Context: an optimization exercise on an open-source flow, tuned for small area. The choices shown serve that exercise and are no tape-out recipe. The RTL was checked by simulation tests, not by an equivalence proof against the original design. No activity file was given, so power comes from the tool's default toggle rates.

== branch ember ==
==> module comp_cic, before the edit <==
module comp_cic
#(  parameter Win=16,
    parameter Wcoef = 18,
    parameter Wout = 18,
    parameter Num_coef=17)
(input  signed [Win-1:0] id_data_filter,
 input ic_val_data,
 input ic_rst,
 input  clk,
 output signed [Wout-1:0] od_data_filter,
 output oc_val_data);
logic [1:0] ph;           
logic [1:0] qc;           
logic run, tail, pend, vld;
logic idle;               
logic fresh;              
logic [15:0] xin;         
logic [255:0] ring;       
logic [7:0] cr;           
logic [18:0] acc;
wire start = (ic_val_data | pend) & (ph == 2'd3);
wire j15   = (qc == 2'd3) & (ph == 2'd3);
wire l15   = run & j15;
wire first = run & (qc == 2'd0) & (ph == 2'd0);
wire inbit = xin[{qc, ph}];
wire rd = run & ~fresh;
wire zb = run & fresh & j15;    
logic [16:0] tap;
always_comb begin
    tap[0] = inbit & run;
    for (int w = 1; w <= 16; w++)
        tap[w] = (ring[(w-1)*16] & rd) | zb;
end
logic [7:0] tp, crn;
always_comb begin
    for (int k = 0; k < 8; k++) begin
        logic a, b, c;
        a = tap[k];
        b = tap[16-k];
        c = cr[k];
        tp[k] = a ^ b ^ c;
        crn[k] = (a & b) | (a & c) | (b & c);
    end
end
wire [8:0] t = {tap[8], tp};
logic [18:0] rin, rn;
assign rin = first ? 19'd490410 : acc;
comp_cic_mac tree (.t(t), .rin(rin), .rn(rn));
always_ff @(posedge clk) begin
    cr  <= crn;
    acc <= rn;
    if (ic_val_data) xin <= {~id_data_filter[15], id_data_filter[14:0]};
    for (int w = 1; w <= 16; w++)
        for (int q = 0; q < 4; q++) begin
            ring[(w-1)*16 + q*4 +: 3] <= ring[(w-1)*16 + q*4 + 1 +: 3];
            if (q < 3)
                ring[(w-1)*16 + q*4 + 3] <= (run & ring[(w-1)*16 + q*4 + 4])
                                          | (idle & ring[(w-1)*16 + q*4]);
            else
                ring[(w-1)*16 + q*4 + 3] <= tap[w-1] | (idle & ring[(w-1)*16 + q*4]);
        end
end
always_ff @(posedge clk) begin
    if (ic_rst) begin
        ph <= 2'd0; qc <= 2'd0;
        run <= 1'b0; idle <= 1'b1; tail <= 1'b0; pend <= 1'b0; vld <= 1'b0;
        fresh <= 1'b1;
    end else begin
        ph   <= ph + 2'd1;
        tail <= l15;
        vld  <= tail;
        if (start) begin
            run <= 1'b1; idle <= 1'b0; pend <= 1'b0;
        end else if (ic_val_data)
            pend <= 1'b1;
        if (run && ph == 2'd3) begin
            qc <= qc + 2'd1;
            if (qc == 2'd3) begin
                run <= 1'b0; idle <= 1'b1;
                fresh <= 1'b0;
            end
        end
    end
end
assign od_data_filter = acc[17:0];
assign oc_val_data = vld;
endmodule
==> flow/config.mk <==
export PLATFORM = sky130hd
export DESIGN_NAME = comp_cic
export DESIGN_NICKNAME = comp_cic
export VERILOG_FILES = /design/flow/design.v
export SDC_FILE = /design/flow/constraint.sdc
export NUM_CORES = 4
export LEC_CHECK = 0
export CAP_MARGIN = 20
export CORE_MARGIN = 2
export CORE_UTILIZATION = 40
export SLEW_MARGIN = 20
export SYNTH_MEMORY_MAX_BITS = 4096
==> flow/constraint.sdc <==
create_clock -name core_clock -period 10.0 [get_ports {clk}]
set_input_delay 2.0000 -clock core_clock [delete_from_list [all_inputs] [get_ports {clk}]]
set_output_delay 2.0000 -clock core_clock [all_outputs]
set_load 0.01 [all_outputs]
standard.sh (not shown) runs the stock make flow with config.mk's settings and CLKGATE_MAP_FILE= SYNTH_SCRIPT=/design/flow/synth_recipe.tcl, a recipe that flattens the netlist after the stock synthesis.
==> flow/flow/run.sh <==
#!/bin/bash
# The standard layout (standard.sh) with these changes:
# - after the standard synthesis, flow/invpol.py rewrites the netlist to
#   remove inverters between full adders and to replace adders with an
#   unused output by a smaller gate (it only re-polarises full adders,
#   rebuilds inverters and swaps those adders; registers are untouched);
# - the clock tree has clkbuf_4 cells driving clusters of up to 12 registers
#   and clkbuf_8 cells above them, without dummy loads;
# - the port buffers are buf_1 cells.
set -euo pipefail
export CTS_ARGS="-sink_clustering_enable -repair_clock_nets -dont_use_dummy_load -buf_list {sky130_fd_sc_hd__clkbuf_4 sky130_fd_sc_hd__clkbuf_8} -root_buf sky130_fd_sc_hd__clkbuf_8 -sink_clustering_buffer sky130_fd_sc_hd__clkbuf_4 -sink_clustering_size 12 -sink_clustering_max_diameter 50"
export BUFFER_PORTS_ARGS="-buffer_cell sky130_fd_sc_hd__buf_1"
bash standard.sh synth > standard_synth.log 2>&1
NET=orfs/results/$FLOW_PLATFORM/comp_cic/base/1_2_yosys.v
cp "$NET" 1_2_yosys.before_invpol.v
python3 flow/invpol.py "$NET" > invpol.log 2>&1
rm -f orfs/results/$FLOW_PLATFORM/comp_cic/base/1_synth.odb orfs/results/$FLOW_PLATFORM/comp_cic/base/1_synth.sdc
bash standard.sh > standard_flow.log 2>&1
Other scripts of this flow, unchanged in this note and not shown: flow/flow/invpol.py
[inputs] branch raven vs branch ember
-- flow/design.v --
<<< branch ember, line 250
logic [1:0] qc;           
logic run, tail, pend, vld;
logic idle;               
logic fresh;              
logic [15:0] xin;         
>>> branch raven, line 250
logic [1:0] qc;           
logic run, tail, pend, vld;
logic fresh;              
logic [15:0] xin;         
<<< branch ember, line 291
        for (int q = 0; q < 4; q++) begin
            ring[(w-1)*16 + q*4 +: 3] <= ring[(w-1)*16 + q*4 + 1 +: 3];
            if (q < 3)
                ring[(w-1)*16 + q*4 + 3] <= (run & ring[(w-1)*16 + q*4 + 4])
                                          | (idle & ring[(w-1)*16 + q*4]);
            else
                ring[(w-1)*16 + q*4 + 3] <= tap[w-1] | (idle & ring[(w-1)*16 + q*4]);
        end
end
>>> branch raven, line 290
        for (int q = 0; q < 4; q++) begin
            ring[(w-1)*16 + q*4 +: 3] <= ring[(w-1)*16 + q*4 + 1 +: 3];
            if (!run)
                ring[(w-1)*16 + q*4 + 3] <= ring[(w-1)*16 + q*4];
            else if (q < 3)
                ring[(w-1)*16 + q*4 + 3] <= ring[(w-1)*16 + q*4 + 4];
            else
                ring[(w-1)*16 + q*4 + 3] <= (w == 1) ? inbit : tap[w-1];
        end
end
<<< branch ember, line 301
    if (ic_rst) begin
        ph <= 2'd0; qc <= 2'd0;
        run <= 1'b0; idle <= 1'b1; tail <= 1'b0; pend <= 1'b0; vld <= 1'b0;
        fresh <= 1'b1;
    end else begin
>>> branch raven, line 301
    if (ic_rst) begin
        ph <= 2'd0; qc <= 2'd0;
        run <= 1'b0; tail <= 1'b0; pend <= 1'b0; vld <= 1'b0;
        fresh <= 1'b1;
    end else begin
<<< branch ember, line 308
        vld  <= tail;
        if (start) begin
            run <= 1'b1; idle <= 1'b0; pend <= 1'b0;
        end else if (ic_val_data)
            pend <= 1'b1;
>>> branch raven, line 308
        vld  <= tail;
        if (start) begin
            run <= 1'b1; pend <= 1'b0;
        end else if (ic_val_data)
            pend <= 1'b1;
<<< branch ember, line 314
            qc <= qc + 2'd1;
            if (qc == 2'd3) begin
                run <= 1'b0; idle <= 1'b1;
                fresh <= 1'b0;
            end
>>> branch raven, line 314
            qc <= qc + 2'd1;
            if (qc == 2'd3) begin
                run <= 1'b0;
                fresh <= 1'b0;
            end
Notes after the runs:
- Taking branch ember as the reference, in branch raven worst slack after detailed placement up 0.032 ns, sequential cell count down about 0.32%.
- Diff branch raven and branch ember: vertical extent of the die lower in branch ember
- branch ember reports its worst setup path startpoint as ph[0] while branch raven reports ph[1].
- Reported clock group power: branch raven higher than branch ember
- After detailed routing, branch ember needs more wire than branch raven.
- Between branch raven and branch ember, count of cells along the worst register-to-register path is higher for branch ember, branch raven comes in under that.
- On branch raven: post-route total power is 0.0000085 W higher than what branch ember gave.

==> what the ideal ports hide <==
The results above use ideal ports. As a check the final layouts listed here were re-extracted and re-timed, cells and wires unchanged.
Step 1: set_driving_cell puts a clkbuf_16 on clk and a buf_2 on each other input, an assumption about the parent block.
Step 2 also shifts input and output timing later by t, the mid clock arrival at the registers, as if the neighbouring blocks saw the same clock.
a / b / c = ideal / step 1 / step 2; a / b = the first two.
run | t (ns) | slack for setup (ns) | hold WS [ns]
branch ember | 0.568 | 0.697 / 0.697 / 0.697 | 0.293 / 0.293 / 0.293
branch raven | 0.550 | 0.649 / 0.649 / 0.649 | 0.291 / 0.291 / 0.291
After both steps every run listed still meets setup and hold.
